Context: an optimization exercise on an open-source flow, tuned for a short achievable clock period and few clock cycles. The choices shown serve that exercise and are no tape-out recipe.
No run shown here included a check of the RTL's function; only the layout flow was run.
Power figures rest on the tool's default switching activity, not on a simulated workload.

$ cat design.v
module csa64(input [63:0] x, y, z, output [63:0] s, c);
assign s = x ^ y ^ z;
assign c = ((x & y) | (x & z) | (y & z)) << 1;
endmodule
module booth_enc(input [31:0] b, input sgn, output [50:0] dig);
wire [34:0] bx = {{2{sgn & b[31]}}, b, 1'b0};
genvar i;
generate
	for (i = 0; i < 17; i = i + 1) begin : d
		assign dig[3*i]   = bx[2*i] ^ bx[2*i+1];
		assign dig[3*i+1] = (bx[2*i+2] & ~bx[2*i+1] & ~bx[2*i]) | (~bx[2*i+2] & bx[2*i+1] & bx[2*i]);
		assign dig[3*i+2] = bx[2*i+2] & ~(bx[2*i+1] & bx[2*i]);
	end
endgenerate
endmodule
module mul_pp(input [31:0] a, input sgn, input [50:0] dig, output [511:0] rows);
wire [32:0] ax = {sgn & a[31], a};
reg [64*18-1:0] pp;
integer i, j;
reg one, two, neg;
reg [63:0] m;
always @* begin
	pp = {64*18{1'b0}};
	for (i = 0; i < 17; i = i + 1) begin
		one = dig[3*i];
		two = dig[3*i+1];
		neg = dig[3*i+2];
		m = 64'b0;
		for (j = 0; j < 64; j = j + 1)
			m[j] = (one & ((j < 33) ? ax[j] : ax[32])) | (two & ((j == 0) ? 1'b0 : (j < 34) ? ax[j-1] : ax[32]));
		m = {64{neg}} ^ m;
		pp[64*i +: 64] = m << (2*i);
		pp[64*17 + 2*i] = neg;
	end
end
wire [64*12-1:0] t;
genvar k;
generate
	for (k = 0; k < 6; k = k + 1) begin : l1
		csa64 c(.x(pp[64*(3*k) +: 64]), .y(pp[64*(3*k+1) +: 64]), .z(pp[64*(3*k+2) +: 64]), .s(t[64*(2*k) +: 64]), .c(t[64*(2*k+1) +: 64]));
	end
	for (k = 0; k < 4; k = k + 1) begin : l2
		csa64 c(.x(t[64*(3*k) +: 64]), .y(t[64*(3*k+1) +: 64]), .z(t[64*(3*k+2) +: 64]), .s(rows[128*k +: 64]), .c(rows[128*k+64 +: 64]));
	end
endgenerate
endmodule
module mul_red(input [511:0] rows, output [191:0] out);
wire [63:0] u0, u1, u2, u3, u4, u5, v0, v1, v2, v3;
csa64 c0(.x(rows[0 +: 64]), .y(rows[64 +: 64]), .z(rows[128 +: 64]), .s(u0), .c(u1));
csa64 c1(.x(rows[192 +: 64]), .y(rows[256 +: 64]), .z(rows[320 +: 64]), .s(u2), .c(u3));
assign u4 = rows[384 +: 64];
assign u5 = rows[448 +: 64];
csa64 c2(.x(u0), .y(u1), .z(u2), .s(v0), .c(v1));
csa64 c3(.x(u3), .y(u4), .z(u5), .s(v2), .c(v3));
wire [63:0] w0, w1;
csa64 c4(.x(v0), .y(v1), .z(v2), .s(w0), .c(w1));
assign out = {v3, w1, w0};
endmodule
module mul_red3(input [191:0] rows, output [63:0] s, c);
csa64 c0(.x(rows[0 +: 64]), .y(rows[64 +: 64]), .z(rows[128 +: 64]), .s(s), .c(c));
endmodule
module mul_fin(input [127:0] rows, output [32:0] lo, output [31:0] hi0, hi1);
wire [63:0] s = rows[63:0];
wire [63:0] c = rows[127:64];
assign lo = {1'b0, s[31:0]} + {1'b0, c[31:0]};
assign hi0 = s[63:32] + c[63:32];
wire [32:0] hi1x = {s[63:32], 1'b1} + {c[63:32], 1'b1};
assign hi1 = hi1x[32:1];
endmodule
module datapath (input clock, reset,
		 output [31:0] imem_addr,
		 input  [31:0] imem_rdata,
		 output        dmem_we,
		 output [31:0] dmem_addr, dmem_wdata,
		 input  [31:0] dmem_rdata);
reg [31:2] pcw;		 
reg [31:2] pcx;		 
wire [31:0] pc_f = {pcx, 2'b00};
reg        v_d, pred_d, spred_d, lpf_d;
reg [31:0] ins_d, pc4_d, rsv_d, rtv_d;
reg [31:2] pcs_d;
reg [16:0] blo_d;
reg [13:0] pch_d, pchi_d, pchd_d;
reg        he_rs, he_rt, hm_rs, hm_rt;	 
reg        mf_d, ldst_d;
reg [31:0] a_e, b_e, sd_e, alt_e, bt_e;
reg        sld_e, lta_e, ltb_e;
reg        we_e, ld_e, st_e, br_e, brl_e, inv_e, eq_e, crs_e, mul_e, msg_e, kill_e;
reg [4:0]  wr_e;
reg        arith_e, sub_e, xp_e, xg_e, xt_e, xn_e, xb_e, sls_e, slu_e, mhi_e, mlo_e;
reg [31:0] res_m, sd_m;
reg        we_m, ld_m, st_m;
reg [4:0]  wr_m;
reg        bl_m, inv_l, eq_l, crs_l;
reg [31:0] alt_l, bt_l;
reg [31:0] wd_w;
reg        we_w;
reg [4:0]  wr_w;
reg [31:0] ma, hi0, hi1;
reg [32:0] lo;
reg [50:0] mdig;
reg        msg, mv1, mv2;
reg [511:0] mrows8;
reg [127:0] mrows2;
reg [31:0] rf [1:31];
wire stall_d, redirect, redirect_m;
wire [31:0] redirect_pc;
wire [31:0] memval = ld_m ? dmem_rdata : res_m;
wire [31:0] ins_f = imem_rdata;
wire [4:0]  rs_f = ins_f[25:21];
wire [4:0]  rt_f = ins_f[20:16];
wire [31:0] pc4_f = pc_f + 32'd4;
localparam NL = 8;
localparam LTB = 10;
reg [NL-1:0] lv, lconf, lex;	 
reg [LTB-1:0] ltag [0:NL-1];
reg [LTB-1:0] ltagp [0:NL-1];	 
reg [7:0]  lcnt [0:NL-1];
reg [7:0]  ltrip [0:NL-1];
reg        lflip_q;
reg [LTB-1:0] ltg_e, ltg_l;
reg        cinv_e, cinv_l, lpf_e, lpf_l;
reg [NL-1:0] lhit_d, lhit_e, lhit_l;
integer lh;
always @* for (lh = 0; lh < NL; lh = lh + 1) lhit_d[lh] = lv[lh] & (ltag[lh] == pcs_d[LTB+1:2]);
wire [5:0]  op_f = ins_f[31:26];
wire jmp_f = op_f == 6'b000010;
wire beq_f = op_f == 6'b000100;
wire bne_f = op_f == 6'b000101;
wire same_f = rs_f == rt_f;
wire [17:0] blo_x = {1'b0, pc_f[17:2], 1'b1} + {1'b0, ins_f[15:0], 1'b1};
wire [16:0] blo_f = blo_x[17:1];
wire [31:0] btgt_f = {pc_f[31:18], blo_f[15:0], 2'b00};
wire spred_f = (beq_f & (same_f | ins_f[15])) | (bne_f & ~same_f);
wire lpf_f = lflip_q & (beq_f | bne_f);	 
wire pred_f = spred_f ^ lpf_f;
wire [31:0] jtgt_f = {pc4_f[31:28], ins_f[25:0], 2'b00};
wire [31:0] npc_f = jmp_f ? jtgt_f : pred_f ? btgt_f : pc4_f;
reg lflip_n;
integer li;
always @* begin
	lflip_n = 1'b0;
	for (li = 0; li < NL; li = li + 1)
		lflip_n = lflip_n | (lv[li] & lconf[li] & (ltagp[li] == pcx[LTB+1:2]) & lex[li]);
end
always @(posedge clock)
begin
	if (reset | redirect) lflip_q <= 1'b0;
	else if (~stall_d) lflip_q <= lflip_n & ~jmp_f & ~pred_f;
end
always @(posedge clock)
begin
	if (reset) pcw <= 30'b0;
	else if (redirect) pcw <= redirect_pc[31:2];
	else if (~stall_d) pcw <= npc_f[31:2];
end
always @(posedge clock or posedge reset)
begin
	if (reset) pcx <= 30'b0;
	else if (redirect) pcx <= redirect_pc[31:2];
	else if (~stall_d) pcx <= npc_f[31:2];
end
assign imem_addr = {pcw, 2'b00};
wire rt0_f = op_f == 6'b000000;
wire [5:0] fn_f = ins_f[5:0];
wire ralu_f = rt0_f & (fn_f == 6'h20 | fn_f == 6'h21 | fn_f == 6'h22 | fn_f == 6'h23 | fn_f == 6'h24 |
		       fn_f == 6'h25 | fn_f == 6'h26 | fn_f == 6'h01 | fn_f == 6'h2a | fn_f == 6'h2b);
wire mul_f = rt0_f & (fn_f == 6'h18 | fn_f == 6'h19);
wire ialu_f = op_f == 6'h08 | op_f == 6'h09 | op_f == 6'h0a | op_f == 6'h0b | op_f == 6'h0c |
	      op_f == 6'h0d | op_f == 6'h0e;
wire urs_f = ralu_f | mul_f | ialu_f | op_f == 6'h23 | op_f == 6'h2b;
wire urt_f = ralu_f | mul_f;
wire mf_f = rt0_f & (fn_f == 6'h10 | fn_f == 6'h12);
wire [31:0] rf_rs = (rs_f == 5'b0) ? 32'b0 : rf[rs_f];
wire [31:0] rf_rt = (rt_f == 5'b0) ? 32'b0 : rf[rt_f];
wire [31:0] rsw_f = (we_w & (wr_w == rs_f)) ? wd_w : rf_rs;
wire [31:0] rtw_f = (we_w & (wr_w == rt_f)) ? wd_w : rf_rt;
wire [31:0] rsv_f = (we_m & (wr_m == rs_f)) ? memval : rsw_f;
wire [31:0] rtv_f = (we_m & (wr_m == rt_f)) ? memval : rtw_f;
wire [5:0] op = ins_d[31:26];
wire [5:0] fn = ins_d[5:0];
wire [4:0] rs = ins_d[25:21];
wire [4:0] rt = ins_d[20:16];
wire [4:0] rd = ins_d[15:11];
wire rtype = op == 6'b000000;
wire f_add  = rtype & (fn == 6'h20 | fn == 6'h21);
wire f_sub  = rtype & (fn == 6'h22 | fn == 6'h23);
wire f_and  = rtype & fn == 6'h24;
wire f_or   = rtype & fn == 6'h25;
wire f_xor  = rtype & fn == 6'h26;
wire f_xnor = rtype & fn == 6'h01;
wire f_slt  = rtype & fn == 6'h2a;
wire f_sltu = rtype & fn == 6'h2b;
wire f_hi   = rtype & fn == 6'h10;
wire f_lo   = rtype & fn == 6'h12;
wire f_mul  = rtype & (fn == 6'h18 | fn == 6'h19);
wire i_add  = op == 6'h08 | op == 6'h09;
wire i_slt  = op == 6'h0a;
wire i_sltu = op == 6'h0b;
wire i_and  = op == 6'h0c;
wire i_or   = op == 6'h0d;
wire i_xor  = op == 6'h0e;
wire i_lui  = op == 6'h0f;
wire i_lw   = op == 6'h23;
wire i_sw   = op == 6'h2b;
wire i_beq  = op == 6'h04;
wire i_bne  = op == 6'h05;
wire i_br   = i_beq | i_bne;
wire r_alu  = f_add | f_sub | f_and | f_or | f_xor | f_xnor | f_slt | f_sltu;
wire i_alu  = i_add | i_slt | i_sltu | i_and | i_or | i_xor;
wire use_imm = i_alu | i_lui | i_lw | i_sw;
wire sub_d  = f_sub | f_slt | f_sltu | i_slt | i_sltu;
wire [4:0] wr_d = rtype ? rd : rt;
wire we_d = (r_alu | f_hi | f_lo | i_alu | i_lui | i_lw) & (wr_d != 5'b0);
wire zext = i_and | i_or | i_xor;
wire [31:0] imm_d = i_lui ? {ins_d[15:0], 16'b0} : {{16{ins_d[15] & ~zext}}, ins_d[15:0]};
wire hit_e_rs = he_rs & we_e;
wire hit_e_rt = he_rt & we_e;
wire [31:0] v_rs = (hm_rs & we_m) ? memval : rsv_d;
wire [31:0] v_rt = (hm_rt & we_m) ? memval : rtv_d;
wire hs = hm_rs & we_m;
wire ht = hm_rt & we_m;
wire eq_rr = rsv_d == rtv_d;
wire eq_ar = res_m == rtv_d;
wire eq_dr = dmem_rdata == rtv_d;
wire eq_ra = rsv_d == res_m;
wire eq_rd = rsv_d == dmem_rdata;
wire eq_d = (hs & ht) | (hs & ~ht & (ld_m ? eq_dr : eq_ar)) | (~hs & ht & (ld_m ? eq_rd : eq_ra)) |
	    (~hs & ~ht & eq_rr);
wire ld_use = ldst_d & we_e;
wire mf_wait = mf_d & (mul_e | mv1 | mv2);
assign stall_d = v_d & (ld_use | mf_wait);
wire go_d = v_d & ~stall_d;
always @(posedge clock)
begin
	if (reset | redirect) v_d <= 1'b0;
	else if (~stall_d) v_d <= 1'b1;
	ldst_d <= ~stall_d & v_d & i_lw & ((wr_d == rs_f & urs_f) | (wr_d == rt_f & urt_f));
	if (stall_d) begin
		rsv_d <= v_rs;
		rtv_d <= v_rt;
		hm_rs <= wr_e == rs;
		hm_rt <= wr_e == rt;
	end else begin
		ins_d <= ins_f;
		pc4_d <= pc4_f;
		pcs_d <= pcx;
		blo_d <= blo_f;
		pch_d <= pc_f[31:18];
		pchi_d <= pc_f[31:18] + 14'd1;
		pchd_d <= pc_f[31:18] - 14'd1;
		pred_d <= pred_f;
		spred_d <= spred_f;
		lpf_d <= lpf_f;
		rsv_d <= rsv_f;
		rtv_d <= rtv_f;
		mf_d <= mf_f;
		he_rs <= wr_d == rs_f;
		he_rt <= wr_d == rt_f;
		hm_rs <= wr_e == rs_f;
		hm_rt <= wr_e == rt_f;
	end
end
wire [31:0] res_e;
wire fb_d = hit_e_rt & ~use_imm;
wire [31:0] v_b = use_imm ? imm_d : v_rt;
wire [13:0] bhi_d = (blo_d[16] == ins_d[15]) ? pch_d : blo_d[16] ? pchi_d : pchd_d;
wire [31:0] btgt_d = {bhi_d, blo_d[15:0], 2'b00};
wire [31:0] bpre = sub_d ? ~v_b : v_b;
wire fbp = fb_d & ~sub_d;
wire fbn = fb_d & sub_d;
always @(posedge clock)
begin
	if (reset) begin
		kill_e <= 1'b0;
		we_e <= 1'b0; ld_e <= 1'b0; st_e <= 1'b0; br_e <= 1'b0; mul_e <= 1'b0;
	end else begin
		kill_e <= redirect;
		we_e <= go_d & we_d;
		ld_e <= go_d & i_lw;
		st_e <= go_d & i_sw;
		br_e <= go_d & i_br;
		mul_e <= go_d & f_mul;
	end
	wr_e <= wr_d;
	inv_e <= i_bne ^ pred_d;	 
	cinv_e <= i_bne ^ spred_d;	 
	lpf_e <= lpf_d;
	ltg_e <= pcs_d[LTB+1:2];
	lhit_e <= lhit_d;
	eq_e <= eq_d;
	msg_e <= ~fn[0];
	alt_e <= pred_d ? pc4_d : btgt_d;
	bt_e <= btgt_d;
	crs_e <= pred_d & (blo_d[16] != ins_d[15]);
	a_e <= hit_e_rs ? res_e : v_rs;
	b_e <= fbp ? res_e : fbn ? ~res_e : bpre;
	sd_e <= hit_e_rt ? res_e : v_rt;
	sld_e <= hit_e_rt & ld_e;
	lta_e <= hit_e_rs & ld_e;
	ltb_e <= hit_e_rt & ld_e;
	brl_e <= hit_e_rs | hit_e_rt;
	arith_e <= f_add | i_add | i_lw | i_sw | f_sub;
	sub_e <= sub_d;
	xp_e <= f_add | i_add | i_lw | i_sw | f_sub | f_xor | i_xor;
	xg_e <= f_and | i_and;
	xt_e <= f_or | i_or;
	xn_e <= f_xnor;
	xb_e <= i_lui;
	sls_e <= f_slt | i_slt;
	slu_e <= f_sltu | i_sltu;
	mhi_e <= f_hi;
	mlo_e <= f_lo;
end
wire [31:0] a = a_e;
wire [31:0] b = b_e;	 
wire [31:0] g0 = a & b;
wire [31:0] t0 = a | b;
wire [31:0] p0 = a ^ b;
wire [31:0] hi = lo[32] ? hi1 : hi0;
wire [31:0] x = ({32{xp_e}} & p0) | ({32{xg_e}} & g0) | ({32{xt_e}} & t0) | ({32{xn_e}} & ~p0)
	      | ({32{xb_e}} & b_e) | ({32{mhi_e}} & hi) | ({32{mlo_e}} & lo[31:0]);
reg [31:0] g, p, gn, pn;
integer i, l;
always @* begin
	g = g0; p = t0;
	g[0] = g0[0] | (t0[0] & sub_e);
	for (l = 1; l < 32; l = l * 2) begin
		gn = g; pn = p;
		for (i = l; i < 32; i = i + 1) begin
			gn[i] = g[i] | (p[i] & g[i-l]);
			pn[i] = p[i] & p[i-l];
		end
		g = gn; p = pn;
	end
end
wire [31:0] c = {g[30:0], sub_e};
wire [31:0] r = x ^ (c & {32{arith_e}});
wire lt = (sls_e & (p0[31] ? ~g[30] : a[31])) | (slu_e & ~g[31]);
assign res_e = {r[31:1], r[0] | lt};
wire misp_e = eq_e ^ inv_e;
wire redirect_e = br_e & ~kill_e & ~brl_e & (misp_e | crs_e);
wire go_e = ~kill_e & ~redirect_m;	 
wire misp_l = eq_l ^ inv_l;
assign redirect_m = bl_m & (misp_l | crs_l);
assign redirect = redirect_m | redirect_e;
wire lu_m = bl_m;
wire lu_e = br_e & ~kill_e & ~brl_e & ~redirect_m;
reg          lq_v, lq_go, lq_lpf;
reg [NL-1:0] lq_hit;
reg [LTB-1:0] lq_tag;
reg [2:0] lptr;
integer lk;
always @(posedge clock)
begin
	lq_hit <= lu_m ? lhit_l : lhit_e;	 
	lq_go <= lu_m ? ~(eq_l ^ cinv_l) : ~(eq_e ^ cinv_e);	 
	lq_lpf <= lu_m ? lpf_l : lpf_e;
	lq_tag <= lu_m ? ltg_l : ltg_e;
	if (reset) begin
		lq_v <= 1'b0;
		lv <= {NL{1'b0}};
		lptr <= 3'b0;
	end else begin
		lq_v <= lu_m | lu_e;
		if (lq_v) begin
			if (|lq_hit) begin
				for (lk = 0; lk < NL; lk = lk + 1) if (lq_hit[lk]) begin
					if (lq_go) begin
						if (lcnt[lk] != 8'hff) lcnt[lk] <= lcnt[lk] + 8'd1;
						if (lq_lpf) lconf[lk] <= 1'b0;
						lex[lk] <= ~lq_lpf & lconf[lk] & (lcnt[lk] != 8'hff) & (lcnt[lk] + 8'd1 == ltrip[lk]);
					end else begin
						ltrip[lk] <= lcnt[lk];
						lconf[lk] <= lcnt[lk] != 8'hff;
						lcnt[lk] <= 8'd0;
						lex[lk] <= lcnt[lk] == 8'd0;
					end
				end
			end else if (~lq_go) begin
				lv[lptr] <= 1'b1;
				lconf[lptr] <= 1'b0;
				lex[lptr] <= 1'b0;
				ltag[lptr] <= lq_tag;
				ltagp[lptr] <= lq_tag - 1'b1;
				lcnt[lptr] <= 8'd0;
				lptr <= lptr + 3'd1;
			end
		end
	end
end
assign redirect_pc = redirect_m ? ((crs_l & ~misp_l) ? bt_l : alt_l) : ((crs_e & ~misp_e) ? bt_e : alt_e);
always @(posedge clock)
begin
	if (reset) begin
		we_m <= 1'b0; ld_m <= 1'b0; st_m <= 1'b0; bl_m <= 1'b0;
	end else begin
		we_m <= we_e & go_e;
		ld_m <= ld_e & go_e;
		st_m <= st_e & go_e;
		bl_m <= br_e & brl_e & go_e;
	end
	wr_m <= wr_e;
	res_m <= res_e;
	sd_m <= sld_e ? dmem_rdata : sd_e;
	inv_l <= inv_e;
	cinv_l <= cinv_e;
	lpf_l <= lpf_e;
	ltg_l <= ltg_e;
	lhit_l <= lhit_e;
	alt_l <= alt_e;
	bt_l <= bt_e;
	crs_l <= crs_e;
	eq_l <= (lta_e & ltb_e) | (lta_e & ~ltb_e & (dmem_rdata == b_e)) | (~lta_e & ltb_e & (a_e == dmem_rdata)) |
		(~lta_e & ~ltb_e & (a_e == b_e));
end
wire [50:0] dig;
wire [511:0] rows8;
wire [191:0] rows3;
wire [127:0] rows2;
wire [32:0] plo;
wire [31:0] phi0, phi1;
booth_enc menc(.b(b_e), .sgn(msg_e), .dig(dig));
mul_pp  mpp(.a(ma), .sgn(msg), .dig(mdig), .rows(rows8));
mul_red mrd(.rows(mrows8), .out(rows3));
mul_red3 mr3(.rows(rows3), .s(rows2[63:0]), .c(rows2[127:64]));
mul_fin mfn(.rows(mrows2), .lo(plo), .hi0(phi0), .hi1(phi1));
always @(posedge clock)
begin
	if (reset) begin
		mv1 <= 1'b0; mv2 <= 1'b0;
	end else begin
		mv1 <= mul_e & go_e;
		mv2 <= mv1;
	end
	if (mul_e & go_e) begin
		ma <= a_e;
		mdig <= dig;
		msg <= msg_e;
	end
	mrows8 <= rows8;
	mrows2 <= rows2;
	lo <= plo;
	hi0 <= phi0;
	hi1 <= phi1;
end
assign dmem_addr = res_m;
assign dmem_wdata = sd_m;
assign dmem_we = st_m;
always @(posedge clock)
begin
	if (reset) we_w <= 1'b0;
	else we_w <= we_m;
	wr_w <= wr_m;
	wd_w <= memval;
end
reg        rst_q;
reg [31:1] wrx_w;
integer k;
always @(posedge clock)
begin
	rst_q <= reset;
	for (k = 1; k < 32; k = k + 1) wrx_w[k] <= ~reset & we_m & (wr_m == k);
end
genvar gk;
generate
	for (gk = 1; gk < 32; gk = gk + 1) begin : rfw
		always @(posedge clock)
			if (rst_q) rf[gk] <= 32'b0;
			else if (wrx_w[gk]) rf[gk] <= wd_w;
	end
endgenerate
endmodule
$ cat flow/run.sh
#!/bin/bash
# Layout flow: the standard flow, with synthesis mapping all the logic, adders
# included, through ABC with a delay-oriented script (flow/speed.abc) in place of the
# default one and without the fixed full/half-adder cells, and the ports buffered with
# sky130_fd_sc_hd__buf_8 (the default choice is a slow delay cell). Everything else,
# including the registers that synthesis produces, is the standard flow's.
set -euo pipefail
here=$(pwd)
bash standard.sh SYNTH_SCRIPT=$here/flow/synth.tcl ADDER_MAP_FILE= "BUFFER_PORTS_ARGS=-buffer_cell sky130_fd_sc_hd__buf_8" finish > $here/standard.log 2>&1
$ cat flow/speed.abc
strash
dch
map -D 1000
buffer -c
topo
stime -c
upsize -c
dnsize -c
$ cat flow/synth.tcl
# The standard flow's synthesis script, with the ABC mapping script replaced by flow/speed.abc
set ::speed_abc [file join [file dirname [file normalize [info script]]] speed.abc]
proc abc {args} {
  set i [lsearch $args -script]
  lset args [expr {$i + 1}] $::speed_abc
  yosys abc {*}$args
}
source [file join [file dirname [file dirname [file normalize [info script]]]] synth_recipe.tcl]
$ cat standard.sh
#!/bin/bash
# synth_recipe.tcl (not shown) runs the flow's synth.tcl, then flattens the netlist and writes it again
# the make line also repeats each setting of config.mk as NAME=value (left out here)
make -C /OpenROAD-flow-scripts/flow DESIGN_CONFIG=/design/flow/config.mk WORK_HOME=/design/flow/orfs CLKGATE_MAP_FILE= SYNTH_SCRIPT=/design/flow/synth_recipe.tcl "${@:-finish}"
$ cat config.mk
export PLATFORM = sky130hd
export DESIGN_NAME = datapath
export DESIGN_NICKNAME = datapath
export VERILOG_FILES = /design/flow/design.v
export SDC_FILE = /design/flow/constraint.sdc
export NUM_CORES = 8
export LEC_CHECK = 0
export CAP_MARGIN = 25
export CORE_MARGIN = 2
export CORE_UTILIZATION = 40
export SETUP_SLACK_MARGIN = 3.2
export SLEW_MARGIN = 20
$ cat constraint.sdc
create_clock -name core_clock -period 5.8 [get_ports {clock}]
set_input_delay 1.1600 -clock core_clock [delete_from_list [all_inputs] [get_ports {clock}]]
set_output_delay 1.1600 -clock core_clock [all_outputs]
set_load 0.01 [all_outputs]
==> impl_results.md, run 1 <==
* Status: timing/DRC/antenna clean
* Critical-path maximum fanout at 29
* Tmin final at 3.21 ns
* Clk slew on worst S/H paths at 0.06 ns
* Asr flop ratio synth at 0.0113
* Hold depth at 0
* Seq/Total Area, Yosys at 0.397
* Port Buffer Count at 160
* Post-route ant nets at 0
* Chip Height at 609 um
* Final hold violations at 0
* EDFF count, synth at 459
* Setup TNS at 0 ns
* Top_reg_cell synth: dfxtp_1
* Critical path type: in2reg
* Placer Congestion at 1.08
* # IOs at 163
* Setup crit start kind: input pin
* FMAX at 311 MHz
* Req. time, crit path at 6.62 ns
* Proportion of layout cells with a drive suffix above 1 at 0.109
* Layout Area Growth over Synthesis at 16.8%
* H-tree depth at 5
* Cell Area, Synth at 146000 um2
* Slowest cell on crit path: nand4_1
* Hold_buf cts at 0
* Fin crit share at 0.554
* PD cells at 269 nW/um2
* Yosys cell types at 89
* Warnings from Yosys at 36
* Vias in the first global route at 135k
* Via count at 151k
* CTS tree: yes
* WHS at 0.322 ns
* Die W at 609 um
* Grt total ovfl at 0
* Peak supply drop at 0.220 mV
* Total power at 46100 uW
* Total CTS buffers at 305
* DRC at 0
* Cell taking the most area after synthesis: dfxtp_1
* #FFs+latches synth at 2665
* Global-route wire length before repair at 996000 um
* WP buf/inv at 2
* Vias/cell at 6.14
* Design Area, Final at 171000 um2
* Drt pass-1 iters at 10
* Placed Instance Area at 154000 um2
* Root Buffer: clkbuf_16
* Max-cap viol count at 0
* Cell row count at 222
* Number of cells on the critical path at 11
* Synth top area share at 0.297
* Detailed placement HPWL at 483000 um
* Core area at 365000 um2
* Worst setup EP type: register
* Clk sink count at 2665
* GR Util met2 at 0.545
* Total die area at 371000 um2
* Final setup violation count at 0
* DRC marker count from the first detailed-route iteration at 21.0k
* CP cell instances: buf_12 -> nor2_4 -> nand2_8 -> nor3_4 -> buf_12 -> a22oi_2 -> o211ai_1 -> nor2_1 -> nand4_1 -> a221oi_2 -> o22ai_1
* Clock skew at 0.104 ns
* Largest net degree at the start of global routing at 264
* Post-synthesis area per instance at 7.53 um2
* CP top delay family: simple AND/OR/NAND/NOR gates
* Crit path top cell by count: buf_12
* CP max stage delay at 0.82 ns
* WL per Instance at 29.2 um
* Global Route met1 Usage at 0.460
* Max Slew Vio Count at 0
* Clk buf depth at 4
* Slew @ Worst Pin at 1.28 ns
* Total GRT Usage at 0.367
* Final WL at 718000 um
* Worst hold path class: reg2reg
* Worst reg2reg path depth at 5
* RSZ-0062 raised after global routing: true
* Final net count at 19.5k
* Leak at 0.0708 uW
* CP Data Arrival Time at 4.04 ns
* GRT Max-Usage Layer: met2
* Met3 Use GR at 0.0979
* Starting Density at 0.401
* Skew-Pair Late Insertion Delay at 1.04 ns
* Initial antenna violation count at 61
* Slew margin rel. at 0.141
* Syn Inst Count at 19.4k
* Synth area leaders: dfxtp_1 (30%), nand2_1 (9.6%), edfxtp_1 (9.4%)
logic make-up after synthesis:
logic type | after synthesis | share of synthesized area
muxes | 13 | 0.000888
and+or+nand+nor | 6820 | 0.198
xor gates and xnor gates | 1410 | 0.0908
adders and majority gates | 51 | 0.00349
DFF | 2665 | 0.397
buffers and inverters | 2500 | 0.0677
AOI/OAI and AO/OA | 5982 | 0.243
other | 1 | 0.0000256
metrics by stage:
step           utilization  instances  setup slack [ns]
6_report             0.469      24600              2.59
5_1_grt              0.469      24600              2.66
4_1_cts              0.458      24300              3.10
3_5_place_dp         0.422      23600              1.58
3_3_place_gp         0.422      23600              1.61
2_1_floorplan            -      19400              2.66
synthesized netlist by cell type (all sizes together) (73+ instances only):
| cell type | count |
|---|---|
| nand2 | 3753 |
| dfxtp | 2176 |
| o21ai | 1887 |
| a21oi | 1739 |
| nor2 | 1467 |
| inv | 1321 |
| xor2 | 1161 |
| nand3 | 714 |
| clkbuf | 712 |
| o22ai | 671 |
| a22oi | 670 |
| edfxtp | 459 |
| buf | 442 |
| nand4 | 298 |
| xnor2 | 184 |
| o211ai | 170 |
| nor3 | 158 |
| a21boi | 151 |
| nand3b | 110 |
| or2 | 95 |
| a21o | 81 |
| o2111ai | 75 |
| nor4 | 74 |
| a31oi | 73 |
state kept, by name, summed over array words and instances (netlist names), 33 cells and up:
name / cells
lo: 33
lcnt: 64
mrows2: 123
mrows8: 336
rf: 992
ltagp: 80
mdig: 50
ltag: 80
ltrip: 64
cell type report:
type,count,area (um2)
antenna,83,208
clock buffer,424,8860
clock inverter,128,1530
fill,35800,194000
inverter,1346,5830
multi-input combinational,14300,80800
sequential,2665,58400
tap,4816,6030
timing repair buffer,839,9400
timing repair inverter,8,82.6
layer usage:
layer | wire [um] | up-vias
li1 | - | 67500
met2 | 297000 | 9559
met1 | 277000 | 71300
met3 | 80300 | 2749
met5 | 393 | -
met4 | 63900 | 34
worst paths after layout:
kind                                             start             endpoint  slack (ns)
min in group asynchronous                        reset   pcx[3]$_DFFE_PP0P_        0.42
max in group asynchronous                        reset  pcx[11]$_DFFE_PP0P_        5.03
worst max-delay path                    imem_rdata[23]     rsv_d[5]$_DFF_P_        2.59
worst max register to register  rf[15][5]$_SDFFE_PP0P_     rsv_d[5]$_DFF_P_        3.09
worst min-delay path                 mrows2[0]$_DFF_P_        lo[0]$_DFF_P_        0.32
worst min register to register       mrows2[0]$_DFF_P_        lo[0]$_DFF_P_        0.32
where the power goes:
group / internal, uW / switching [uW]
Sequential: 20200 / 1040
Clock: 11800 / 8610
Combinational: 1490 / 2960
layout by cell type (no fill, tap or decap), drive strengths merged, types with 73 or more instances in the layout:
master      n
inv      1296
nand3b    110
nor2     1480
nor4       74
a22oi     670
xnor2     184
o2111ai    75
buf       825
or2        96
xor2     1161
dfxtp    2176
nand3     714
o211ai    170
nand2    3754
o21ai    1887
a21oi    1739
clkinv    116
clkbuf    438
nand4     298
a31oi      73
o22ai     671
a21boi    151
nor3      158
diode      83
a21o       81
edfxtp    459
timing repair:
item	4_1_cts	5_1_grt
setup buffers	116	193
gates resized for setup	429	421
gates cloned	16	16
endpoints found under the setup margin	865	604
pin swaps	40	73
==> run 2, diff against run 1 <==
--- a/design.v
+++ b/design.v
@@ -75,9 +75,9 @@
 		 input  [31:0] dmem_rdata);
 reg [31:2] pcw;		 
-reg [31:2] pcx;		 
-wire [31:0] pc_f = {pcx, 2'b00};
+wire [31:0] pc_f = {pcw, 2'b00};
 reg        v_d, pred_d, spred_d, lpf_d;
 reg [31:0] ins_d, pc4_d, rsv_d, rtv_d;
 reg [31:2] pcs_d;
+reg [3:0]  pj4_d;
 reg [16:0] blo_d;
 reg [13:0] pch_d, pchi_d, pchd_d;
@@ -112,6 +112,6 @@
 wire [31:0] pc4_f = pc_f + 32'd4;
 localparam NL = 8;
-localparam LTB = 10;
-reg [NL-1:0] lv, lconf, lex;	 
+localparam LTB = 12;
+reg [NL-1:0] lv, lconf;
 reg [LTB-1:0] ltag [0:NL-1];
 reg [LTB-1:0] ltagp [0:NL-1];	 
@@ -136,5 +136,29 @@
 wire pred_f = spred_f ^ lpf_f;
 wire [31:0] jtgt_f = {pc4_f[31:28], ins_f[25:0], 2'b00};
-wire [31:0] npc_f = jmp_f ? jtgt_f : pred_f ? btgt_f : pc4_f;
+localparam NJ = 4;
+localparam NJB = 2;
+reg [NJ-1:0] jv;
+reg [29:0] jtag [0:NJ-1];
+reg [29:0] jdst [0:NJ-1];
+reg [NJ-1:0] jhit_f;
+reg [29:0] jt_f;
+integer u;
+always @* begin
+	jt_f = 30'b0;
+	for (u = 0; u < NJ; u = u + 1) begin
+		jhit_f[u] = jv[u] & (jtag[u] == pcw);
+		jt_f = jt_f | ({30{jhit_f[u]}} & jdst[u]);
+	end
+end
+reg        fold_q;
+reg [29:0] fdst_q;
+wire [31:0] seq_f = fold_q ? {fdst_q, 2'b00} : pc4_f;
+wire [31:0] npc_f = jmp_f ? jtgt_f : pred_f ? btgt_f : seq_f;
+always @(posedge clock)
+begin
+	if (reset | redirect) fold_q <= 1'b0;
+	else if (~stall_d) fold_q <= (|jhit_f) & ~fold_q & ~jmp_f & ~pred_f;
+	if (~stall_d) fdst_q <= jt_f;
+end
 reg lflip_n;
 integer li;
@@ -142,5 +166,5 @@
 	lflip_n = 1'b0;
 	for (li = 0; li < NL; li = li + 1)
-		lflip_n = lflip_n | (lv[li] & lconf[li] & (ltagp[li] == pcx[LTB+1:2]) & lex[li]);
+		lflip_n = lflip_n | (lv[li] & lconf[li] & (fold_q ? (ltag[li] == fdst_q[LTB-1:0]) : (ltagp[li] == pcw[LTB+1:2])) & (lcnt[li] == ltrip[li]));
 end
 always @(posedge clock)
@@ -155,11 +179,5 @@
 	else if (~stall_d) pcw <= npc_f[31:2];
 end
-always @(posedge clock or posedge reset)
-begin
-	if (reset) pcx <= 30'b0;
-	else if (redirect) pcx <= redirect_pc[31:2];
-	else if (~stall_d) pcx <= npc_f[31:2];
-end
-assign imem_addr = {pcw, 2'b00};
+assign imem_addr = pc_f;
 wire rt0_f = op_f == 6'b000000;
 wire [5:0] fn_f = ins_f[5:0];
@@ -244,6 +262,7 @@
 	end else begin
 		ins_d <= ins_f;
-		pc4_d <= pc4_f;
-		pcs_d <= pcx;
+		pc4_d <= seq_f;
+		pcs_d <= pcw;
+		pj4_d <= pc4_f[31:28];
 		blo_d <= blo_f;
 		pch_d <= pc_f[31:18];
@@ -262,4 +281,33 @@
 	end
 end
+wire i_j = op == 6'b000010;
+reg        jq_v, jq2_v;
+reg [29:0] jq_tag, jq_dst, jq2_tag, jq2_dst;
+reg [NJ-1:0] jdup;
+integer w;
+always @* for (w = 0; w < NJ; w = w + 1) jdup[w] = jv[w] & (jtag[w] == jq_tag);
+reg [NJB-1:0] jptr;
+always @(posedge clock)
+begin
+	jq_tag <= pcs_d - 30'd2;
+	jq_dst <= {pj4_d, ins_d[25:0]};
+	jq2_tag <= jq_tag;
+	jq2_dst <= jq_dst;
+	if (reset) begin
+		jq_v <= 1'b0;
+		jq2_v <= 1'b0;
+		jv <= {NJ{1'b0}};
+		jptr <= {NJB{1'b0}};
+	end else begin
+		jq_v <= v_d & i_j;
+		jq2_v <= jq_v & ~(|jdup);
+		if (jq2_v) begin
+			jv[jptr] <= 1'b1;
+			jtag[jptr] <= jq2_tag;
+			jdst[jptr] <= jq2_dst;
+			jptr <= jptr + 1'b1;
+		end
+	end
+end
 wire [31:0] res_e;
 wire fb_d = hit_e_rt & ~use_imm;
@@ -370,10 +418,8 @@
 						if (lcnt[lk] != 8'hff) lcnt[lk] <= lcnt[lk] + 8'd1;
 						if (lq_lpf) lconf[lk] <= 1'b0;
-						lex[lk] <= ~lq_lpf & lconf[lk] & (lcnt[lk] != 8'hff) & (lcnt[lk] + 8'd1 == ltrip[lk]);
 					end else begin
 						ltrip[lk] <= lcnt[lk];
 						lconf[lk] <= lcnt[lk] != 8'hff;
 						lcnt[lk] <= 8'd0;
-						lex[lk] <= lcnt[lk] == 8'd0;
 					end
 				end
@@ -381,5 +427,4 @@
 				lv[lptr] <= 1'b1;
 				lconf[lptr] <= 1'b0;
-				lex[lptr] <= 1'b0;
 				ltag[lptr] <= lq_tag;
 				ltagp[lptr] <= lq_tag - 1'b1;
@@ -434,11 +479,9 @@
 		mv2 <= mv1;
 	end
-	if (mul_e & go_e) begin
-		ma <= a_e;
-		mdig <= dig;
-		msg <= msg_e;
-	end
+	ma <= a_e;
+	mdig <= dig;
+	msg <= msg_e;
 	mrows8 <= rows8;
-	mrows2 <= rows2;
+	if (mv2) mrows2 <= rows2;
 	lo <= plo;
 	hi0 <= phi0;
@@ -455,19 +498,12 @@
 	wd_w <= memval;
 end
-reg        rst_q;
-reg [31:1] wrx_w;
 integer k;
 always @(posedge clock)
 begin
-	rst_q <= reset;
-	for (k = 1; k < 32; k = k + 1) wrx_w[k] <= ~reset & we_m & (wr_m == k);
-end
-genvar gk;
-generate
-	for (gk = 1; gk < 32; gk = gk + 1) begin : rfw
-		always @(posedge clock)
-			if (rst_q) rf[gk] <= 32'b0;
-			else if (wrx_w[gk]) rf[gk] <= wd_w;
+	if (reset) begin
+		for (k = 1; k < 32; k = k + 1) rf[k] <= 32'b0;
+	end else if (we_w) begin
+		rf[wr_w] <= wd_w;
 	end
-endgenerate
+end
 endmodule
==> flow/run.sh (replaced) <==
#!/bin/bash
# Layout flow: the standard flow, with synthesis mapping the logic through ABC with a
# delay-oriented script (flow/speed.abc) in place of the default one. Everything else,
# including the registers that synthesis produces, is the standard flow's.
set -euo pipefail
here=$(pwd)
bash standard.sh SYNTH_SCRIPT=$here/flow/synth.tcl finish > $here/standard.log 2>&1
==> flow/speed.abc (replaced) <==
&get -n
&st
&dch
&nf
&put
buffer -c
topo
stime -c
upsize -c
dnsize -c
==> impl_results.md, run 2 <==
* PD cells at 440 nW/um2
* Max-cap viol count at 0
* Initial antenna violation count at 47
* Internal power at 55000 uW
* Cell Area, Synth at 160000 um2
* Layout Area Growth over Synthesis at 21.8%
* Finished Layout Cells at 19.4k
* Total power at 85600 uW
* Worst setup EP type: primary output
* Hold depth at 0
* Leak at 0.0744 uW
* Slew margin rel. at 0.223
* Post-synthesis area per instance at 12.0 um2
* Switch share at 0.358
* H-tree depth at 5
* CP Data Arrival Time at 1.86 ns
* Vias/cell at 6.02
* Final WL at 617000 um
* Top post-synthesis cells by count: edfxtp_1 (1827), dfxtp_1 (1245), and2_1 (1013), inv_1 (861), clkbuf_1 (828)
* Final worst setup slack at 2.78 ns
* Power share of the clock group at 0.266
* Most common cell after layout, fill and taps aside: edfxtp_1
* Sequential cell fraction of total power at 0.348
* CP cell instances: buf_6 -> clkdlybuf4s15_1
* Setup crit start kind: register
* Synth area leaders: edfxtp_1 (34%), dfxtp_1 (16%), mux4_2 (7.2%)
* Worst reg2reg path startpoint: mrows8[191]$_DFF_P_
* WL per Instance at 31.8 um
* Chip Height at 636 um
* Top Registers: rf (1024), mrows8 (336), mrows2 (123)
* Detailed placement HPWL at 395000 um
* Cell taking the most area after synthesis: edfxtp_1
* Post-route ant nets at 0
* Port Buffer Count at 160
* Tmin final at 3.02 ns
* Fin crit share at 0.521
* Drt pass-1 iters at 9
* Clk slew on worst S/H paths at 0.06 ns
* Clk buf depth at 4
* Status: timing/DRC/antenna clean
* Placer Congestion at 0.999
* Hold path endpoint: jq2_dst[13]$_DFF_P_
* Top_reg_cell synth: edfxtp_1
* Final hold violations at 0
* Clock skew at 0.106 ns
* Setup TNS at 0 ns
* Yosys cell types at 106
* Clk sink count at 3072
* Fill cells at 34.6k
* Min-delay src: jq_dst[13]$_DFF_P_
* Starting Density at 0.401
* Hold_buf cts at 0
* Critical path type: reg2out
* Final net count at 14.8k
* Most numerous cell in the Yosys netlist: edfxtp_1
* FMAX at 331 MHz
* Peak supply drop at 0.711 mV
* Syn Inst Count at 13.3k
* Slowest cell on crit path: dfxtp_4
* Total CTS buffers at 345
* Req. time, crit path at 4.64 ns
* Global-route wire length before repair at 857000 um
* EDFF count, synth at 1827
* Asr flop ratio synth at 0
* Max Slew Vio Count at 0
* Final setup violation count at 0
* Max reg flops at 1024
* #FFs+latches synth at 3072
* CP max stage delay at 0.37 ns
* Largest net degree at the start of global routing at 98
* Grt total ovfl at 0
* Root Buffer: clkbuf_16
* DRC marker count from the first detailed-route iteration at 15.7k
* R2R Path End: mrows2[50]$_DFFE_PP_
* Seq/Total Area, Yosys at 0.499
* Skew-Pair Late Insertion Delay at 1.01 ns
* Total GRT Usage at 0.293
* Cell row count at 232
* Worst reg2reg path depth at 8
* Top reg by flops: rf
* Vias in the first global route at 114k
* Warnings from Yosys at 3
* CTS tree: yes
* Total die area at 405000 um2
* Slew @ Worst Pin at 1.16 ns
* RSZ-0062 raised after global routing: true
* # IOs at 163
* DRC at 0
* Critical-path maximum fanout at 8
* Post-Place Cells at 18.1k
* Proportion of layout cells with a drive suffix above 1 at 0.251
* Via count at 117k
* Die W at 636 um
* Final design utilization at 0.489
* Comb power frac at 0.386
* Most frequent cells in the layout: edfxtp_1 (1827), dfxtp_1 (1028), and2_1 (1004)
* Worst hold path class: reg2reg
* Synth top area share at 0.343
* Core area at 399000 um2
* Sw Pwr at 30600 uW
* Setup WS pre-CTS at 1.07 ns
* Reg2reg setup slack at 2.84 ns
-- run 2: power by group through the flow --
stage / sequential (uW) / combinational [uW] / clock (uW)
3_5_place_dp: 30200 / 30200 / 0
5_1_grt: 30000 / 37500 / 23800
6_report: 29800 / 33000 / 22800
2_1_floorplan: 29000 / 20200 / 0
4_1_cts: 29700 / 32500 / 23000
3_3_place_gp: 30200 / 29600 / 0
-- run 2: how the worst max path moves through the flow --
stage,start,endpoint,slack [ns]
floorplan,imem_rdata[18],pcw[24]$_SDFFE_PP0P_,2.72
global placement,imem_rdata[21],pcw[18]$_SDFFE_PP0P_,1.06
detailed placement,imem_rdata[21],pcw[20]$_SDFFE_PP0P_,1.07
CTS,pcw[10]$_SDFFE_PP0P_,imem_addr[10],2.73
global route,pcw[10]$_SDFFE_PP0P_,imem_addr[10],2.77
finish,pcw[10]$_SDFFE_PP0P_,imem_addr[10],2.78
-- run 2: final cells by class --
type                            count  area, um2  share of cell area
Antenna cell                       26       65.1            0.000334
Multi-Input combinational cell   8322      78800               0.405
Tap cell                         5265       6590              0.0338
Timing Repair Buffer             1251      13900              0.0711
Clock buffer                      463       9780              0.0502
Inverter                          872       3430              0.0176
Sequential cell                  3072      80300               0.412
Clock inverter                    172       1900             0.00975
-- run 2: metal layers --
| metal | part of all wire | GRT usage | vias to the layer above |
|---|---|---|---|
| met3 | 0.11 | 0.0640 | 1739 |
| li1 | - | - | 48800 |
| met1 | 0.38 | 0.379 | 59200 |
| met5 | 0.00017 | 0.000827 | - |
| met4 | 0.080 | 0.191 | 16 |
| met2 | 0.44 | 0.445 | 7318 |
-- run 2: repair_timing --
item / 4_1_cts / 5_1_grt
buffers inserted: 396 / 210
gates cloned: 50 / 18
gates resized for setup: 1713 / 641
endpoints found under the setup margin: 2466 / 1033
pin swaps: 235 / 284
-- run 2: logic make-up (layout without fill, tap and decap cells) --
logic type / after synthesis / in the layout / synth area share
fa+ha+maj: 855 / 855 / 0.0937
buf+inv: 1928 / 2758 / 0.0470
compound gates: 2419 / 2421 / 0.101
xor+xnor: 1443 / 1443 / 0.0792
other cells: 1 / 29 / 0.0000234
mux: 710 / 710 / 0.0853
simple gates: 2877 / 2890 / 0.0947
flops: 3072 / 3072 / 0.499
-- run 2: through the flow --
stage,hold slack [ns],instance area (um2)
after global routing,0.330,195000
after global placement,0.310,168000
after CTS,0.325,190000
after floorplan,0.310,161000
after detailed placement,0.312,169000
final,0.320,195000
-- run 2: worst max-delay path, delay by kind of cell, from the launching register on --
kind | cells | cell delay (ns)
buffers and inverters | 2 | 0.48
flip-flops | 1 | 0.37
==> run 3, diff against run 2 <==
--- a/config.mk
+++ b/config.mk
@@ -9,4 +9,5 @@
 export CORE_MARGIN = 2
 export CORE_UTILIZATION = 40
+export PLACE_DENSITY = 0.72
 export SETUP_SLACK_MARGIN = 3.2
 export SLEW_MARGIN = 20
==> impl_results.md, run 3 <==
* Leak at 0.0739 uW
* #FFs+latches synth at 3072
* Design Area, Final at 194000 um2
* Die W at 636 um
* Cell taking the most area after synthesis: edfxtp_1
* DRC marker count from the first detailed-route iteration at 18.2k
* Proportion of layout cells with a drive suffix above 1 at 0.248
* Total GRT Usage at 0.285
* Asr flop ratio synth at 0
* WHS at 0.321 ns
* Slew @ Worst Pin at 1.09 ns
* Total CTS buffers at 322
* # IOs at 163
* Grt total ovfl at 0
* Top_reg_cell synth: edfxtp_1
* Cell row count at 232
* Final setup violation count at 0
* Tmin final at 3.01 ns
* CP cell instances: fa_2 -> buf_12 -> inv_8 -> fa_1 -> inv_2 -> fa_2 -> fa_2
* Top reg by flops: rf
* Final hold violations at 0
* Setup crit start kind: register
* Detailed placement HPWL at 392000 um
* Max-cap viol count at 0
* Total die area at 405000 um2
* Post-route ant nets at 0
* H-tree depth at 5
* Warnings from Yosys at 3
* Syn Inst Count at 13.3k
* Largest net degree at the start of global routing at 74
* Max Slew Vio Count at 0
* RSZ-0062 raised after global routing: true
* PD cells at 435 nW/um2
* FMAX at 332 MHz
* Port Buffer Count at 160
* Worst setup EP type: register
* Placer Congestion at 1.03
* CP max stage delay at 0.65 ns
* Vias/cell at 6.15
* Placed Instance Area at 168000 um2
* Drt pass-1 iters at 12
* Req. time, crit path at 6.47 ns
* EDFF count, synth at 1827
* Critical-path maximum fanout at 3
* Top post-synthesis cells by count: edfxtp_1 (1827), dfxtp_1 (1245), and2_1 (1013), inv_1 (861), clkbuf_1 (828)
* Top Registers: rf (1024), mrows8 (336), mrows2 (123)
* Most numerous cell in the Yosys netlist: edfxtp_1
* CP Data Arrival Time at 3.68 ns
* Critical path type: reg2reg
* Post-synthesis area per instance at 12.0 um2
* Yosys cell types at 106
* CP top delay family: adder cells
* Most common cell after layout, fill and taps aside: edfxtp_1
* Peak supply drop at 0.631 mV
* Core area at 399000 um2
* Root Buffer: clkbuf_16
* Initial antenna violation count at 60
* Vias in the first global route at 115k
* Global-route wire length before repair at 839000 um
* Status: timing/DRC/antenna clean
* Clock skew at 0.0609 ns
* Final WL at 608000 um
* Layout Area Growth over Synthesis at 21.0%
* Synth area leaders: edfxtp_1 (34%), dfxtp_1 (16%), mux4_2 (7.2%)
* Synth top area share at 0.343
* Skew-Pair Late Insertion Delay at 0.99 ns
* CTS tree: yes
* Clk sink count at 3072
* WL per Instance at 31.3 um
* Setup TNS at 0 ns
* Slew margin rel. at 0.271
* Clk buf depth at 4
* Most frequent cells in the layout: edfxtp_1 (1827), dfxtp_1 (1029), and2_1 (1004)
* Cell Area, Synth at 160000 um2
* Worst hold path class: reg2reg
* Starting Density at 0.401
* WP buf/inv at 3
* Max reg flops at 1024
* Slowest cell on crit path: fa_2
* Chip Height at 636 um
* Via count at 120k
* DRC at 0
* Clk slew on worst S/H paths at 0.06 ns
* Fin crit share at 0.519
* Seq/Total Area, Yosys at 0.499
* Final net count at 14.8k
* Crit path top cell by count: fa_2
[run 3: worst register-to-register path, delay by kind of cell (launching register included)]
family / cells / cell delay (ns)
flops: 1 / 0.36
fa+ha+maj: 4 / 2.13
buf+inv: 3 / 0.24
[run 3: path summary, 6_finish.rpt]
kind	startpoint	endpoint	slack (ns)	cells past startpoint
min reg2reg	jq_dst[20]$_DFF_P_	jq2_dst[20]$_DFF_P_	0.32	0
max	mrows8[127]$_DFF_P_	mrows2[62]$_DFFE_PP_	2.79	7
max reg2reg	mrows8[127]$_DFF_P_	mrows2[62]$_DFFE_PP_	2.79	7
min	jq_dst[20]$_DFF_P_	jq2_dst[20]$_DFF_P_	0.32	0
[run 3: routing by layer]
layer  part of all wire  track usage  wire [um]  vias up
met1               0.36        0.365     216000    59500
met3               0.13       0.0785      80200     2224
met2               0.43        0.417     259000     9058
met4              0.087        0.206      52600       30
li1                   -            -          -    48700
met5            0.00034            0        208        -
[run 3: through the flow]
step / util / total power [uW] / instances / setup WS [ns]
after floorplan: - / 49200 / 13300 / 2.72
after global placement: 0.422 / 58600 / 18100 / 1.17
after detailed placement: 0.422 / 59900 / 18100 / 1.29
after CTS: 0.471 / 82900 / 19100 / 2.81
after global routing: 0.486 / 89300 / 19400 / 2.73
final: 0.486 / 84300 / 19400 / 2.79
[run 3: layout make-up]
type | count | area, um2
clock inverter | 152 | 1500
clock buffer | 439 | 9110
antenna | 40 | 100
multi-input combinational | 8314 | 78800
timing repair inverter | 1 | 8.76
fill | 33500 | 205000
sequential | 3072 | 80400
inverter | 872 | 3440
timing repair buffer | 1275 | 13600
tap | 5265 | 6590
[run 3: power breakdown]
group	switching [uW]	internal (uW)	total, uW
logic	18900	14400	33300
registers	2210	27700	29900
clock network	9270	11900	21100
[run 3: kinds of logic (layout without fill, tap and decap cells)]
| family | count (synthesis) | after routing | share of synthesized area |
|---|---|---|---|
| muxes | 710 | 710 | 0.0853 |
| xor gates and xnor gates | 1443 | 1443 | 0.0792 |
| AOI/OAI and AO/OA | 2419 | 2422 | 0.101 |
| other | 1 | 43 | 0.0000234 |
| DFF | 3072 | 3072 | 0.499 |
| adders and majority gates | 855 | 855 | 0.0937 |
| and+or+nand+nor | 2877 | 2881 | 0.0947 |
| buffers and inverters | 1928 | 2739 | 0.0470 |
[run 3: repair_timing]
| action | CTS | global route |
|---|---|---|
| hold buffers | 0 | 0 |
| pin swaps | 206 | 282 |
| endpoints found under the setup margin | 1761 | 1351 |
| buffers inserted | 353 | 313 |
| cloned | 28 | 23 |
| gates resized for setup | 1648 | 679 |
==> run 4, diff against run 3 <==
--- a/design.v
+++ b/design.v
@@ -479,9 +479,11 @@
 		mv2 <= mv1;
 	end
-	ma <= a_e;
-	mdig <= dig;
-	msg <= msg_e;
+	if (mul_e & go_e) begin
+		ma <= a_e;
+		mdig <= dig;
+		msg <= msg_e;
+	end
 	mrows8 <= rows8;
-	if (mv2) mrows2 <= rows2;
+	mrows2 <= rows2;
 	lo <= plo;
 	hi0 <= phi0;
--- a/config.mk
+++ b/config.mk
@@ -9,5 +9,4 @@
 export CORE_MARGIN = 2
 export CORE_UTILIZATION = 40
-export PLACE_DENSITY = 0.72
 export SETUP_SLACK_MARGIN = 3.2
 export SLEW_MARGIN = 20
==> impl_results.md, run 4 <==
* Clock skew at 0.124 ns
* Final setup violation count at 0
* Total CTS buffers at 346
* Status: timing/DRC/antenna clean
* Root Buffer: clkbuf_16
* Seq/Total Area, Yosys at 0.498
* Asr flop ratio synth at 0
* Clk sink count at 3072
* Slew margin rel. at 0.142
* Port Buffer Count at 160
* # IOs at 163
* Global-route wire length before repair at 843000 um
* Top post-synthesis cells by count: edfxtp_1 (1787), dfxtp_1 (1285), and2_1 (1013), clkbuf_1 (881), inv_1 (847)
* Peak supply drop at 0.262 mV
* Fin crit share at 0.519
* Cell Area, Synth at 159000 um2
* Clk buf depth at 4
* Setup TNS at 0 ns
* H-tree depth at 5
* Layout Area Growth over Synthesis at 21.3%
* FMAX at 332 MHz
* Critical path type: reg2reg
* Most numerous cell in the Yosys netlist: edfxtp_1
* #FFs+latches synth at 3072
* Synth top area share at 0.337
* Top_reg_cell synth: edfxtp_1
* CP Data Arrival Time at 3.82 ns
* Top reg by flops: rf
* Leak at 0.0743 uW
* Tmin final at 3.01 ns
* Final net count at 14.7k
* Core area at 396000 um2
* Worst setup EP type: register
* Drt pass-1 iters at 9
* RSZ-0062 raised after global routing: true
* Cell taking the most area after synthesis: edfxtp_1
* Cell row count at 231
* Post-synthesis area per instance at 12.0 um2
* Clk slew on worst S/H paths at 0.07 ns
* Placer Congestion at 1.01
* Syn Inst Count at 13.3k
* WL per Instance at 31.4 um
* Design Area, Final at 193000 um2
* Vias in the first global route at 113k
* CTS tree: yes
* Grt total ovfl at 0
* Final WL at 607000 um
* Worst hold path class: reg2reg
* Via count at 117k
* Largest net degree at the start of global routing at 100
* Top Registers: rf (1024), mrows8 (336), mrows2 (123)
* Yosys cell types at 93
* Initial antenna violation count at 31
* Die W at 635 um
* Proportion of layout cells with a drive suffix above 1 at 0.236
* Max reg flops at 1024
* Setup crit start kind: register
* DRC marker count from the first detailed-route iteration at 15.5k
* Placed Instance Area at 167000 um2
* Max-cap viol count at 0
* PD cells at 279 nW/um2
* Total die area at 403000 um2
* EDFF count, synth at 1787
* Fill cells at 34.3k
* Synth area leaders: edfxtp_1 (34%), dfxtp_1 (16%), mux4_2 (7.2%)
* Skew-Pair Late Insertion Delay at 1.06 ns
* DRC at 0
* Vias/cell at 6.02
* Slew @ Worst Pin at 1.28 ns
* Post-route ant nets at 0
* Most frequent cells in the layout: edfxtp_1 (1787), dfxtp_1 (1103), and2_1 (1003)
* Total GRT Usage at 0.287
* Max Slew Vio Count at 0
* Detailed placement HPWL at 372000 um
* Warnings from Yosys at 3
* Critical-path maximum fanout at 6
* Starting Density at 0.402
* Most common cell after layout, fill and taps aside: edfxtp_1
* Req. time, crit path at 6.61 ns
* Final hold violations at 0
* Chip Height at 635 um
## run 4: logic make-up (layout without fill, tap and decap cells)
group	Yosys count	after routing	share of synthesized area
buffers and inverters	1919	2708	0.0461
other	1	15	0.0000235
xor gates and xnor gates	1441	1441	0.0793
and+or+nand+nor	2880	2901	0.0952
DFF	3072	3072	0.498
adders and majority gates	854	854	0.0940
muxes	702	702	0.0851
AOI/OAI and AO/OA	2424	2426	0.102
## run 4: worst paths after layout
kind	from	end	slack, ns	cells past startpoint
worst max-delay path	pcw[8]$_SDFFE_PP0P_	pcw[20]$_SDFFE_PP0P_	2.79	14
worst min-delay path	jq_dst[24]$_DFF_P_	jq2_dst[24]$_DFF_P_	0.25	0
worst max register to register	pcw[8]$_SDFFE_PP0P_	pcw[20]$_SDFFE_PP0P_	2.79	14
worst min register to register	jq_dst[24]$_DFF_P_	jq2_dst[24]$_DFF_P_	0.25	0
## run 4: timing repair
| action | 4_1_cts | 5_1_grt |
|---|---|---|
| hold buffers | 0 | 0 |
| gates cloned | 51 | 38 |
| pin swaps | 240 | 299 |
| endpoints found under the setup margin | 1773 | 803 |
| buffers inserted | 376 | 245 |
| gates resized for setup | 1659 | 584 |
## run 4: layout make-up
cell class	instances	area (um2)	share of cell area
antenna	12	30.0	0.000155
multi-input combinational	8327	78200	0.405
clock buffer	474	9690	0.0501
sequential	3072	79800	0.413
tap	5242	6560	0.0339
timing repair buffer	1214	13700	0.0708
clock inverter	156	1770	0.00917
inverter	864	3410	0.0177
## run 4: critical path, stage by stage (launching register included)
cell,delay [ns]
dfxtp_4,0.37
buf_12,0.12
buf_12,0.13
nand4_1,0.11
buf_6,0.15
nor4_4,0.27
buf_4,0.19
and3_4,0.25
buf_6,0.14
nand2_4,0.05
xnor2_2,0.14
mux2_4,0.29
a221o_1,0.33
o211ai_1,0.11
a21oi_1,0.10
## run 4: layer usage
layer | wire [um] | up-vias | part of all wire | GRT usage
li1 | - | 48700 | - | -
met1 | 229000 | 58800 | 0.38 | 0.373
met2 | 269000 | 7246 | 0.44 | 0.440
met3 | 63900 | 1756 | 0.11 | 0.0614
met4 | 44700 | 16 | 0.074 | 0.175
met5 | 233 | - | 0.00038 | 0.00248
## run 4: stage by stage
stage	total power [uW]	std cells	utilization	setup slack, ns	hold slack (ns)
after floorplan	28000	13300	-	2.39	0.310
after global placement	30300	18000	0.421	1.32	0.310
after detailed placement	30300	18000	0.422	1.35	0.312
after CTS	53400	19100	0.474	2.83	0.239
after global routing	55300	19400	0.488	2.78	0.234
final	53900	19400	0.488	2.79	0.251
## run 4: power breakdown
part	internal, uW	leakage (uW)	switching (uW)	total (uW)
logic	2680	0.0401	3820	6500
registers	24100	0.0287	994	25100
clock network	12700	0.00555	9650	22400
==> run 5, diff against run 4 <==
--- a/config.mk
+++ b/config.mk
@@ -9,4 +9,6 @@
 export CORE_MARGIN = 2
 export CORE_UTILIZATION = 40
+export CTS_CLUSTER_DIAMETER = 120
+export CTS_CLUSTER_SIZE = 25
 export SETUP_SLACK_MARGIN = 3.2
 export SLEW_MARGIN = 20
==> impl_results.md, run 5 <==
* Status: timing/DRC/antenna clean
* Initial antenna violation count at 30
* # IOs at 163
* Max reg flops at 1024
* Max Slew Vio Count at 0
* Chip Height at 635 um
* #FFs+latches synth at 3072
* RSZ-0062 raised after global routing: true
* Clk slew on worst S/H paths at 0.11 ns
* DRC at 0
* Req. time, crit path at 6.65 ns
* Sw Pwr at 12300 uW
* Hold depth at 0
* Cell taking the most area after synthesis: edfxtp_1
* Critical-path maximum fanout at 6
* Warnings from Yosys at 3
* CP Data Arrival Time at 3.79 ns
* Clk buf depth at 4
* Cell row count at 231
* Grt total ovfl at 0
* CTS tree: yes
* Total die area at 403000 um2
* Fin crit share at 0.507
* Setup TNS at 0 ns
* Design Area, Final at 187000 um2
* Top_reg_cell synth: edfxtp_1
* Post-synthesis area per instance at 12.0 um2
* Top reg by flops: rf
* Final net count at 14.6k
* PD cells at 236 nW/um2
* Leak at 0.0712 uW
* DRC marker count from the first detailed-route iteration at 15.8k
* Vias in the first global route at 112k
* Synth top area share at 0.337
* Internal power at 31800 uW
* H-tree depth at 4
* Die W at 635 um
* Detailed placement HPWL at 372000 um
* Most frequent cells in the layout: edfxtp_1 (1787), dfxtp_1 (1096), and2_1 (1001)
* Drt pass-1 iters at 8
* Peak supply drop at 0.207 mV
* Most numerous cell in the Yosys netlist: edfxtp_1
* Final hold violations at 0
* Skew-Pair Late Insertion Delay at 0.98 ns
* Core area at 396000 um2
* Comb power frac at 0.148
* Tmin final at 2.94 ns
* Seq/Total Area, Yosys at 0.498
* Total GRT Usage at 0.286
* Yosys cell types at 93
* Top post-synthesis cells by count: edfxtp_1 (1787), dfxtp_1 (1285), and2_1 (1013), clkbuf_1 (881), inv_1 (847)
* Syn Inst Count at 13.3k
* Asr flop ratio synth at 0
* Post-route ant nets at 0
* Via count at 115k
* Setup crit start kind: register
* EDFF count, synth at 1787
* Max-cap viol count at 0
* Final setup violation count at 0
* Clock skew at 0.0892 ns
* Critical path type: reg2reg
* Layout Area Growth over Synthesis at 17.2%
* Power share of the clock group at 0.284
* Total CTS buffers at 149
* Sequential cell fraction of total power at 0.568
* Placed Instance Area at 167000 um2
* Switch share at 0.279
* Placer Congestion at 1.01
* Synth area leaders: edfxtp_1 (34%), dfxtp_1 (16%), mux4_2 (7.2%)
* Worst hold path class: reg2reg
* Proportion of layout cells with a drive suffix above 1 at 0.225
* WL per Instance at 31.6 um
* FMAX at 340 MHz
* Worst reg2reg path depth at 7
* Port Buffer Count at 160
* Slew margin rel. at 0.226
* Root Buffer: clkbuf_16
* Largest net degree at the start of global routing at 100
* Starting Density at 0.402
* Slew @ Worst Pin at 1.15 ns
* Global-route wire length before repair at 838000 um
* Final WL at 602000 um
* Clk sink count at 3072
* Vias/cell at 6.04
* Cell Area, Synth at 159000 um2
* Most common cell after layout, fill and taps aside: edfxtp_1
* Top Registers: rf (1024), mrows8 (336), mrows2 (123)
* Worst setup EP type: register
-- run 5: kinds of logic after synthesis --
logic type	Yosys count	share of synthesized area
DFF	3072	0.498
and+or+nand+nor	2880	0.0952
AOI/OAI and AO/OA	2424	0.102
buffers and inverters	1919	0.0461
xor gates and xnor gates	1441	0.0793
adders and majority gates	854	0.0940
muxes	702	0.0851
other	1	0.0000235
-- run 5: timing repair --
| action | in CTS | in global routing |
|---|---|---|
| hold endpoints to repair | 0 | 0 |
| gates resized for setup | 1638 | 639 |
| hold buffers | 0 | 0 |
| endpoints found under the setup margin | 1852 | 678 |
| buffers inserted | 397 | 291 |
| cloned | 64 | 25 |
| pin swaps | 248 | 324 |
-- run 5: worst max-delay path, cell delays in order, from the launching register on --
cell        delay (ns)
dfxtp_4           0.40
clkinvlp_4        0.19
buf_6             0.17
fa_2              0.57
fa_1              0.46
fa_1              0.51
inv_1             0.05
fa_2              0.53
-- run 5: metrics by stage --
stage	util	hold slack (ns)	total power, uW	std cells	setup slack [ns]
global placement	0.421	0.310	30300	18000	1.32
global route	0.471	0.309	45200	19000	2.81
finish	0.471	0.303	44100	19000	2.86
floorplan	-	0.310	28000	13300	2.39
detailed placement	0.422	0.312	30300	18000	1.35
CTS	0.457	0.294	43400	18700	2.87
-- run 5: power groups by stage --
stage,combinational (uW),sequential (uW),clock [uW]
3_5_place_dp,4890,25500,0
4_1_cts,5820,25000,12700
3_3_place_gp,4860,25400,0
5_1_grt,6760,25100,13300
2_1_floorplan,3040,25000,0
6_report,6520,25000,12500
-- run 5: final cells by class --
class | instances | area (um2)
diodes | 11 | 27.5
clock buffers | 215 | 4060
clock inverters | 23 | 267
fillers | 35000 | 210000
inverters | 864 | 3400
multi-input cells | 8323 | 78300
flip-flops and latches | 3072 | 79800
well taps | 5242 | 6560
repair buffers | 1285 | 14300
-- run 5: path summary, 6_finish.rpt --
path | slack, ns | start | to
worst max register to register | 2.86 | mrows8[63]$_DFF_P_ | mrows2[45]$_DFF_P_
worst max-delay path | 2.86 | mrows8[63]$_DFF_P_ | mrows2[45]$_DFF_P_
worst min register to register | 0.30 | bt_e[18]$_DFF_P_ | bt_l[18]$_DFF_P_
worst min-delay path | 0.30 | bt_e[18]$_DFF_P_ | bt_l[18]$_DFF_P_
-- run 5: layer usage --
layer | share of wire | global-route usage
met4 | 0.071 | 0.165
met5 | 0.00034 | 0.00248
met3 | 0.11 | 0.0620
met1 | 0.38 | 0.372
met2 | 0.44 | 0.443

[port drivers added, routing unchanged]
No port has a modelled driver above. Below, the same layouts with a new extraction and two added sets of constraints.
Step 1 (the two cells are an assumption about what drives the block):
set clk [get_ports {clock}]
set_driving_cell -lib_cell sky130_fd_sc_hd__clkbuf_16 $clk
set_driving_cell -lib_cell sky130_fd_sc_hd__buf_2 [delete_from_list [all_inputs] $clk]
Step 2 also shifts input and output timing later by t, the mid clock arrival at the registers, as if the neighbouring blocks saw the same clock.
Slacks: ideal ports / drivers / drivers and shift; pairs: ideal ports / drivers.
run	t, ns	setup WS [ns]	clock arrival spread, ns	slew at the worst register clock pin (ns)	pins driven straight from the clock port
run 1	1.095	2.587 / 2.533 / 1.437	0.117 / 0.117	0.07 / 0.07	1
run 2	1.078	2.780 / 2.665 / 1.770	0.126 / 0.127	0.07 / 0.07	1
run 3	1.082	2.792 / 2.771 / 1.783	0.068 / 0.068	0.08 / 0.08	1
run 4	1.098	2.791 / 2.746 / 1.766	0.127 / 0.126	0.08 / 0.08	1
run 5	1.046	2.861 / 2.783 / 1.785	0.110 / 0.110	0.12 / 0.12	1
After both steps every run listed still meets setup and hold. The setup slack of run 1, which loses most, moves by -0.054 ns with the drivers and by -1.150 ns with both steps.
